From an optimization exercise on the open Yosys and OpenROAD flow, aimed at a short achievable clock period and few clock cycles; shortcuts taken in it are not production practice.
In this exercise RTL edits were held to simulation tests only and were not proved equivalent to the original.
The flow treats the clock pin as an ideal source, which a real chip does not have.

==> inputs of v36 <==
// single_cycle
module single_cycle(
input clk, reset,
output [31:0] pc,
input [31:0] instr,
output memwrite,
output [31:0] aluout, writedata,
input [31:0] readdata
);
Settings: LEC_CHECK=0, CAP_MARGIN=20, CORE_MARGIN=2, CORE_UTILIZATION=30, PLACE_DENSITY=0.38, SLEW_MARGIN=20, SYNTH_HIERARCHICAL=1, SYNTH_MINIMUM_KEEP_SIZE=0; clock period 125.0 ns.
standard.sh (not shown) runs the stock make flow with config.mk's settings and CLKGATE_MAP_FILE= SYNTH_SCRIPT=/design/flow/synth_recipe.tcl, a recipe that flattens the netlist after the stock synthesis.
==> flow/flow/run.sh <==
#!/bin/bash
# Standard ORFS layout, with timing repair aimed at 26.5 ns paths (slack margin
# 98.5 ns against the 125 ns clock) so the I/O and register paths get sized.
set -euo pipefail
bash standard.sh SETUP_SLACK_MARGIN=98.5 finish > standard_make.log 2>&1
==> v16: changes against v36 <==
--- a/flow/design.v
+++ b/flow/design.v
@@ -280,13 +280,13 @@
 output [31:0] aluout, writedata,
 input [31:0] readdata
 );
   localparam DSTEP = 4;               
   localparam DCYC  = (32 + DSTEP - 1) / DSTEP;    
   localparam QW    = DCYC * DSTEP;                
-  localparam BI    = 5;               
+  localparam BI    = 4;               
   localparam BN    = 1 << BI;
   localparam TB    = 12;              
   reg  [31:0] pc_q;
   reg  [31:0] ir_q, irpc_q;
   reg         irv_q;
   reg  [31:0] aluout_q, wdata_q;
@@ -299,13 +299,14 @@
   reg  [31:0] hi_q, lo_q;
   reg         dv_busy, dv_pend;     
   reg  [4:0]  dv_rd;
   reg  [5:0]  dv_cnt;                 
   reg  [31:0] dv_rem, dv_d;
   reg  [QW-1:0] dv_q;
-  assign pc        = pc_q;
+  reg  [31:0] pc_o;                   
+  assign pc        = pc_o;
   assign memwrite  = memwrite_q;
   assign aluout    = aluout_q;
   assign writedata = wdata_q;
   wire        weA;                    
   wire [4:0]  waA;
   wire [31:0] wdA;
@@ -489,49 +490,49 @@
     if (bt_wr) begin
       bt_tag[eidx] <= irpc_q[TB-1:BI+2];
       bt_rs[eidx]  <= rs;
       bt_rt[eidx]  <= rt;
       bt_tgt[eidx] <= brtgt[TB-1:2];
     end
-  wire [13:0] php = pc4F[31:18] + 14'd1;
-  wire [13:0] phm = pc4F[31:18] - 14'd1;
   wire        use_base = redirect | stallE;
   wire [31:0] base = redirect ? npcE : stallE ? pc_q : pred;
-  wire [31:0] pc_next;
-  fetchsel fsel(.instr(instr), .pc4(pc4F), .php(php), .phm(phm), .base(base),
-                .use_base(use_base), .pc_next(pc_next));
+  wire [31:0] pc_next, pc_next_o;
+  fetchsel fsel(.instr(instr), .pc4(pc4F), .base(base),
+                .use_base(use_base), .clr(1'b0), .pc_next(pc_next));
+  fetchsel fselo(.instr(instr), .pc4(pc4F), .base(base),
+                 .use_base(use_base), .clr(reset), .pc_next(pc_next_o));
   always @(posedge clk or posedge reset)
     if (reset) begin
       pc_q  <= 32'd0;
       irv_q <= 1'b0;
     end else begin
       pc_q  <= pc_next;
       if (redirect) irv_q <= 1'b0;
       else if (!stallE) irv_q <= 1'b1;
     end
   always @(posedge clk)
+    pc_o <= pc_next_o;
+  always @(posedge clk)
     if (!stallE) begin
       ir_q   <= instr;
       irpc_q <= pc_q;
     end
+  always @(posedge clk)
+    memwrite_q <= doE & o_sw;
   always @(posedge clk or posedge reset)
     if (reset) begin
-      memwrite_q <= 1'b0;
       ldm_v      <= 1'b0;
       ldw_v      <= 1'b0;
     end else begin
-      memwrite_q <= doE & o_sw;
       ldm_v      <= doE & o_lw;
       ldw_v      <= ldm_v && ldm_rd != 5'd0 && !(weA && waA == ldm_rd);
     end
   always @(posedge clk) begin
-    if (doE) begin
-      aluout_q <= res;
-      wdata_q  <= b;
-      ldm_rd   <= rt;
-    end
+    aluout_q <= res;
+    wdata_q  <= b;
+    if (doE) ldm_rd <= rt;
     ldw_rd <= ldm_rd;
     ldr_q  <= readdata;
   end
   always @(posedge clk or posedge reset)
     if (reset) begin
       dv_busy <= 1'b0;
@@ -549,13 +550,13 @@
         dv_pend <= 1'b0;
     end
   always @(posedge clk) begin
     if (div_start) begin
       dv_rd  <= rd;
       dv_rem <= (dn >= 6'd32) ? 32'd0 : a >> dn;
-      dv_q   <= {{(QW-32){1'b0}}, a} << (QW - dn);
+      dv_q   <= {{QW{1'b0}}, a} << (QW - dn);
       dv_d   <= b;
     end else if (dv_busy) begin
       dv_rem <= dv_rem_n;
       dv_q   <= dv_q_n;
     end
     if (dv_last) begin
@@ -570,19 +571,18 @@
     end
   end
 endmodule
 module fetchsel(
 input  [31:0] instr,
 input  [31:0] pc4,
-input  [13:0] php, phm,      
 input  [31:0] base,
 input         use_base,
+input         clr,           
 output [31:0] pc_next
 );
   wire fj  = instr[31:27] == 5'b00001;
   wire fbs = instr[31:26] == 6'b000100 && instr[25:21] == instr[20:16];
   wire [31:0] fjt = {pc4[31:28], instr[25:0], 2'b00};
-  wire [16:0] fbl = {1'b0, pc4[17:2]} + {1'b0, instr[15:0]};
-  wire [13:0] fbh = (fbl[16] & ~instr[15]) ? php : (~fbl[16] & instr[15]) ? phm : pc4[31:18];
-  wire [31:0] fbt = {fbh, fbl[15:0], 2'b00};
-  assign pc_next = (use_base | ~(fj | fbs)) ? base : fj ? fjt : fbt;
+  wire [9:0]  fbl = pc4[11:2] + instr[9:0];
+  wire [31:0] fbt = {pc4[31:12], fbl, 2'b00};
+  assign pc_next = clr ? 32'd0 : (use_base | ~(fj | fbs)) ? base : fj ? fjt : fbt;
 endmodule
==> flow/flow/run.sh (replaced) <==
#!/bin/bash
# Standard ORFS layout in two parts. Timing repair aims at 26.2 ns paths (slack
# margin 98.8 ns against the 125 ns clock) so the I/O and register paths get
# sized; sizing may change a cell's footprint (detailed placement follows each
# repair), and the port buffers start as buf_8. After clock tree synthesis the
# flip-flops that drive output ports are set to their strongest drive.
set -euo pipefail
ARGS=(SETUP_SLACK_MARGIN=98.8 MATCH_CELL_FOOTPRINT=0 "BUFFER_PORTS_ARGS=-buffer_cell sky130_fd_sc_hd__buf_8")
bash standard.sh "${ARGS[@]}" cts > standard_cts.log 2>&1
ODB=orfs/results/sky130hd/single_cycle/base/4_cts.odb openroad -no_init -exit flow/upsize_io.tcl > upsize_io.log 2>&1
bash standard.sh "${ARGS[@]}" finish > standard_finish.log 2>&1
==> flow/flow/upsize_io.tcl (new file) <==
# Upsize the flip-flops that drive output ports (through their port buffer)
# to the strongest drive of the same cell type, then legalize placement.
read_db $::env(ODB)
set n 0
foreach port [[ord::get_db_block] getBTerms] {
  if {[$port getIoType] ne "OUTPUT"} { continue }
  set net [$port getNet]
  set buf [[$net getFirstOutput] getInst]
  foreach it [$buf getITerms] {
    if {[$it getIoType] ne "INPUT" || [$it getSigType] eq "POWER" || [$it getSigType] eq "GROUND"} { continue }
    if {[$it getNet] eq "NULL"} { continue }
    set drv [[$it getNet] getFirstOutput]
    if {$drv eq "NULL" || $drv eq ""} { continue }
    set ff [$drv getInst]
    set m [[$ff getMaster] getName]
    if {[regexp {^(sky130_fd_sc_hd__df[a-z]+p)_[12]$} $m -> base]} {
      set new [[ord::get_db] findMaster ${base}_4]
      if {$new ne "NULL"} { $ff swapMaster $new; incr n; puts "upsized [$ff getName] $m -> ${base}_4" }
    }
  }
}
puts "upsized $n flip-flops"
detailed_placement
check_placement -verbose
write_db $::env(ODB)
==> flow/config.mk (replaced) <==
export PLATFORM = sky130hd
export DESIGN_NAME = single_cycle
export DESIGN_NICKNAME = single_cycle
export VERILOG_FILES = /design/flow/design.v
export SDC_FILE = /design/flow/constraint.sdc
export NUM_CORES = 4
export LEC_CHECK = 0
export CAP_MARGIN = 30
export CORE_MARGIN = 2
export CORE_UTILIZATION = 30
export PLACE_DENSITY = 0.38
export SLEW_MARGIN = 30
export SYNTH_HIERARCHICAL = 1
export SYNTH_MINIMUM_KEEP_SIZE = 0
==> v35: changes against v36 <==
--- a/flow/design.v
+++ b/flow/design.v
@@ -299,13 +299,14 @@
   reg  [31:0] hi_q, lo_q;
   reg         dv_busy, dv_pend;     
   reg  [4:0]  dv_rd;
   reg  [5:0]  dv_cnt;                 
   reg  [31:0] dv_rem, dv_d;
   reg  [QW-1:0] dv_q;
-  assign pc        = pc_q;
+  reg  [31:0] pc_o;                   
+  assign pc        = pc_o;
   assign memwrite  = memwrite_q;
   assign aluout    = aluout_q;
   assign writedata = wdata_q;
   wire        weA;                    
   wire [4:0]  waA;
   wire [31:0] wdA;
@@ -506,12 +507,14 @@
     end else begin
       pc_q  <= pc_next;
       if (redirect) irv_q <= 1'b0;
       else if (!stallE) irv_q <= 1'b1;
     end
   always @(posedge clk)
+    pc_o <= reset ? 32'd0 : pc_next;
+  always @(posedge clk)
     if (!stallE) begin
       ir_q   <= instr;
       irpc_q <= pc_q;
     end
   always @(posedge clk or posedge reset)
     if (reset) begin
==> flow/flow/run.sh (replaced) <==
#!/bin/bash
# Standard ORFS layout. Timing repair aims at 26.2 ns paths (slack margin
# 98.8 ns against the 125 ns clock) so the I/O and register paths get sized;
# sizing may change a cell's footprint (detailed placement follows each
# repair), and the port buffers start as buf_8.
set -euo pipefail
bash standard.sh SETUP_SLACK_MARGIN=98.8 MATCH_CELL_FOOTPRINT=0 \
  "BUFFER_PORTS_ARGS=-buffer_cell sky130_fd_sc_hd__buf_8" finish > standard_make.log 2>&1
==> impl_metrics.xml <==
<?xml version="1.0" encoding="UTF-8"?>
<metrics>
  <group name="die">
    <metric name="fp.coreArea" unit="mm^2">0.6798</metric>
    <metric name="well_tap_count" unit="">8997</metric>
  </group>
  <group name="critical_path">
    <metric name="timing.reg2reg.setup_slack" unit="ps">104640</metric>
    <metric name="crit_start" unit="">pc_q[5]$_DFF_PP0_</metric>
    <metric name="cp_cell_instances" unit="">buf_6</metric>
  </group>
  <group name="global_routing">
    <metric name="global_route.usage.met2" unit="">0.5094</metric>
  </group>
  <group name="synthesis">
    <metric name="async_reset_ff_frac" unit="">0.03362</metric>
  </group>
  <group name="run_status">
    <metric name="run_status" unit="">timing/DRC/antenna clean</metric>
  </group>
  <group name="layout">
    <metric name="nMultiInputCombCells" unit="">16110</metric>
    <metric name="area_of_the_multi_input_gates" unit="mm^2">0.1283</metric>
  </group>
  <group name="timing">
    <metric name="min_cycle_time_layout" unit="ps">26680</metric>
  </group>
  <group name="drt">
    <metric name="postRouteWirelength" unit="um">1285000</metric>
  </group>
</metrics>
That was v36.
==> impl_metrics.xml <==
<?xml version="1.0" encoding="UTF-8"?>
<metrics>
  <group name="run_status">
    <metric name="run_status" unit="">timing/DRC/antenna clean</metric>
  </group>
  <group name="critical_path">
    <metric name="timing.reg2reg.setup_slack" unit="ps">103070</metric>
    <metric name="cp_cell_instances" unit="">buf_8</metric>
    <metric name="crit_start" unit="">aluout_q[20]$_DFFE_PP_</metric>
  </group>
  <group name="global_routing">
    <metric name="grt_first_pass_wirelength" unit="um">1733000</metric>
    <metric name="global_route.usage.met2" unit="">0.5117</metric>
  </group>
  <group name="layout">
    <metric name="area_of_the_multi_input_gates" unit="mm^2">0.1290</metric>
    <metric name="nMultiInputCombCells" unit="">16370</metric>
  </group>
  <group name="cts">
    <metric name="cts-root-to-sink-buffers" unit="">4</metric>
  </group>
  <group name="drt">
    <metric name="postRouteWirelength" unit="um">1319000</metric>
    <metric name="avgRoutedWirePerCell" unit="um">42.78</metric>
  </group>
  <group name="die">
    <metric name="fp.coreArea" unit="mm^2">0.6839</metric>
    <metric name="well_tap_count" unit="">9027</metric>
  </group>
  <group name="synthesis">
    <metric name="async_reset_ff_frac" unit="">0.03314</metric>
    <metric name="synth-xor-area-share" unit="">0.01839</metric>
  </group>
  <group name="timing">
    <metric name="min_cycle_time_layout" unit="ps">26620</metric>
  </group>
</metrics>
That was v35.
==> impl_metrics.xml <==
<?xml version="1.0" encoding="UTF-8"?>
<metrics>
  <group name="run_status">
    <metric name="run_status" unit="">timing/DRC/antenna clean</metric>
  </group>
  <group name="die">
    <metric name="fp.coreArea" unit="mm^2">0.6187</metric>
    <metric name="well_tap_count" unit="">8293</metric>
  </group>
  <group name="critical_path">
    <metric name="timing.reg2reg.setup_slack" unit="ps">105180</metric>
    <metric name="crit_start" unit="">wdata_q[22]$_DFF_P_</metric>
    <metric name="cp_cell_instances" unit="">buf_8</metric>
  </group>
  <group name="layout">
    <metric name="nMultiInputCombCells" unit="">14190</metric>
    <metric name="area_of_the_multi_input_gates" unit="mm^2">0.1229</metric>
  </group>
  <group name="synthesis">
    <metric name="async_reset_ff_frac" unit="">0.03110</metric>
  </group>
  <group name="global_routing">
    <metric name="global_route.usage.met2" unit="">0.5053</metric>
  </group>
  <group name="drt">
    <metric name="postRouteWirelength" unit="um">1157000</metric>
  </group>
</metrics>
That was v16.
Testbench counts of v36, summed over its fixed seeds: cycles 16,382.
Testbench counts of v16, summed over its fixed seeds: cycles 16,382.
Testbench counts of v35, summed over its fixed seeds: cycles 16,382.

==> afterwards: timing with drivers on the ports <==
The results above use ideal ports. As a check the final layouts listed here were re-extracted and re-timed, cells and wires unchanged.
Step 1 sets driving cells, clkbuf_16 on the clock port and buf_2 on the other inputs (assumed; they add their load-dependent delay and slew).
Step 2 times the ports against the registers' clock, not the clock port: input delays grow and output delays shrink by t, the midpoint of the rising clock arrivals with the driver on.
a / b / c = ideal / step 1 / step 2; a / b = the first two.
run	t, ns	setup slack, ns	worst hold slack (ns)
v36	1.132	98.318 / 98.176 / 97.535	0.450 / 0.450 / 0.450
v16	1.112	98.525 / 98.400 / 97.841	0.452 / 0.452 / 0.452
v35	1.161	98.383 / 98.226 / 97.522	0.471 / 0.471 / 0.471
After both steps setup and hold are still met in every run listed. The setup slack of v35, which loses most, moves by -0.157 ns with the drivers and by -0.861 ns with both steps.
